This design comes from an exercise in tuning for small area, a short achievable clock period and few clock cycles on the open sky130 flow, not from production work.
In this exercise RTL edits were held to simulation tests only and were not proved equivalent to the original.

Setup of run A:
Design cordicMagPh, start of the top module:
module cordicMagPh
   #(parameter integer N        = 13,  
     parameter integer XY_WIDTH = 18)  
    (input  wire                           clk,
     input  wire                           reset,    
     input  wire                           st,       
     input  wire signed [XY_WIDTH - 1 : 0] xin,      
     input  wire signed [XY_WIDTH - 1 : 0] yin,      
     output reg                            rdy,      
     output wire        [XY_WIDTH - 1 : 0] mag,      
     output wire signed [XY_WIDTH + 1 : 0] ph);
For scale: about 2300 cells after synthesis, about 66 flip-flops, ~78 I/O pins, roughly 12000 um2 of cells after synthesis.
==> flow/config.mk <==
export PLATFORM = sky130hd
export DESIGN_NAME = cordicMagPh
export DESIGN_NICKNAME = cordicMagPh
export VERILOG_FILES = /design/flow/design.v
export SDC_FILE = /design/flow/constraint.sdc
export NUM_CORES = 4
export LEC_CHECK = 0
export ABC_AREA = 1
export CAP_MARGIN = 20
export CORE_MARGIN = 2
export CORE_UTILIZATION = 55
export CTS_BUF_LIST = sky130_fd_sc_hd__clkbuf_4 sky130_fd_sc_hd__clkbuf_8
export SETUP_SLACK_MARGIN = 3.85
export SLEW_MARGIN = 20
==> flow/constraint.sdc <==
create_clock -name core_clock -period 8.0 [get_ports {clk}]
set_input_delay 1.6000 -clock core_clock [delete_from_list [all_inputs] [get_ports {clk}]]
set_output_delay 1.6000 -clock core_clock [all_outputs]
set_load 0.01 [all_outputs]
standard.sh (not shown) runs the stock make flow with config.mk's settings and CLKGATE_MAP_FILE= SYNTH_SCRIPT=/design/flow/synth_recipe.tcl, a recipe that flattens the netlist after the stock synthesis.
==> flow/flow/run.sh <==
#!/bin/bash
# The standard layout, with one change to synthesis: no adder cells are
# extracted (ADDER_MAP_FILE empty), so ABC maps the adders and carry-save
# trees from plain gates. Registers are mapped as in the standard synthesis.
set -euo pipefail
bash standard.sh ADDER_MAP_FILE= synth > synth.log 2>&1
bash standard.sh > layout.log 2>&1
Testbench counts of run A, summed over its fixed seeds: cycles 192,000.
Setup changes, run A to run B
# run A
export LEC_CHECK = 0
export ABC_AREA = 1
export CAP_MARGIN = 20
export CORE_MARGIN = 2
export CORE_UTILIZATION = 55
export CTS_BUF_LIST = sky130_fd_sc_hd__clkbuf_4 sky130_fd_sc_hd__clkbuf_8
export SETUP_SLACK_MARGIN = 3.85
export SLEW_MARGIN = 20
create_clock -name core_clock -period 8.0 [get_ports {clk}]
# run B
export LEC_CHECK = 0
export ABC_AREA = 1
export CAP_MARGIN = 20
export CORE_MARGIN = 2
export CORE_UTILIZATION = 40
export SETUP_SLACK_MARGIN = 3.85
export SLEW_MARGIN = 20
create_clock -name core_clock -period 8.0 [get_ports {clk}]
## What came out
Going from run A to run B, number of placed cells counting well taps increased 4.4%. The met3 layer usage reported by global route in run B sits 1.7 points below the value recorded for run A. The higher global-route usage came out of run A.
Input changes introduced in run C (baseline for comparison: run B):
==> flow/flow/run.sh <==
#!/bin/bash
# The standard layout, with two changes to synthesis only: no adder cells are
# extracted (ADDER_MAP_FILE empty), so ABC maps the adders and carry-save
# trees from plain gates, and ABC's area script maps for area (map -a).
# Registers are mapped exactly as in the standard synthesis.
set -euo pipefail
rm -rf scripts_x
cp -r "$FLOW_HOME/scripts" scripts_x
printf 'strash\ndch\nmap -a\ntopo\nstime -c\nbuffer -c\nupsize -c\ndnsize -c\n' > scripts_x/abc_area.script
bash standard.sh SCRIPTS_DIR="$PWD/scripts_x" ADDER_MAP_FILE= synth > synth.log 2>&1
bash standard.sh > layout.log 2>&1
Findings:
Run C against run B: maximum frequency saw a decrease; worst-case hold slack shows a reduction of 0.0067 ns. The final standard cell area without fillers of run C was inferior to that of run B.
The following lists how run D was set up differently from run C:
# run C
export LEC_CHECK = 0
export ABC_AREA = 1
export CAP_MARGIN = 20
export CORE_MARGIN = 2
export CORE_UTILIZATION = 40
export SETUP_SLACK_MARGIN = 3.85
export SLEW_MARGIN = 20
create_clock -name core_clock -period 8.0 [get_ports {clk}]
# run D
export LEC_CHECK = 0
export ABC_AREA = 1
export CAP_MARGIN = 20
export CORE_MARGIN = 2
export CORE_UTILIZATION = 60
export CTS_BUF_LIST = sky130_fd_sc_hd__clkbuf_4 sky130_fd_sc_hd__clkbuf_8
export SETUP_SLACK_MARGIN = 4.05
export SLEW_MARGIN = 20
create_clock -name core_clock -period 8.0 [get_ports {clk}]
==> flow/flow/run.sh <==
#!/bin/bash
# The standard layout, with one change to synthesis: no adder cells are
# extracted (ADDER_MAP_FILE empty), so ABC maps the adders and carry-save
# trees from plain gates. Registers are mapped as in the standard synthesis.
set -euo pipefail
bash standard.sh ADDER_MAP_FILE= synth > synth.log 2>&1
bash standard.sh > layout.log 2>&1
Width of the die: lower on run D. Changes observed in run D relative to run C: sequential share of layout area now larger, clock period minus worst slack now smaller, xor/xnor share of the synthesized area now smaller. Compared with run C, in run D required time at the worst-slack endpoint shows an increase of 0.02 ns, worst setup slack shows an increase of 0.91 ns, worst-case register-to-register setup slack shows an increase of 0.78 ns. Re worst hold path cell count: no difference whatsoever between run C and run D. When the final numbers for run D and run C were put side by side, the final wirelength turned out to be greater in run C. Via density per instance in run D is 0.38 higher than in run C.

afterwards: timing with drivers on the ports:
Ports are ideal in the flow. The routed layouts listed here were re-timed in OpenROAD.
Step 1 assumes that a clkbuf_16 drives the clock port and a buf_2 every other input.
Step 2 also shifts input and output timing later by t, the mid clock arrival at the registers, as if the neighbouring blocks saw the same clock.
Slacks: ideal ports / drivers / drivers and shift; pairs: ideal ports / drivers.
| run | shift t [ns] | slack for setup (ns) | worst setup path at the end |
|---|---|---|---|
| run A | 0.419 | 4.034 / 3.988 / 3.662 | input to register |
| run B | 0.406 | 3.959 / 3.909 / 3.670 | input to register |
| run C | 0.392 | 3.233 / 3.223 / 2.832 | input to register |
| run D | 0.415 | 4.142 / 4.114 / 3.748 | input to register |
After both steps setup and hold are still met in every run listed. The setup slack of run C, which loses most, moves by -0.010 ns with the drivers and by -0.401 ns with both steps.
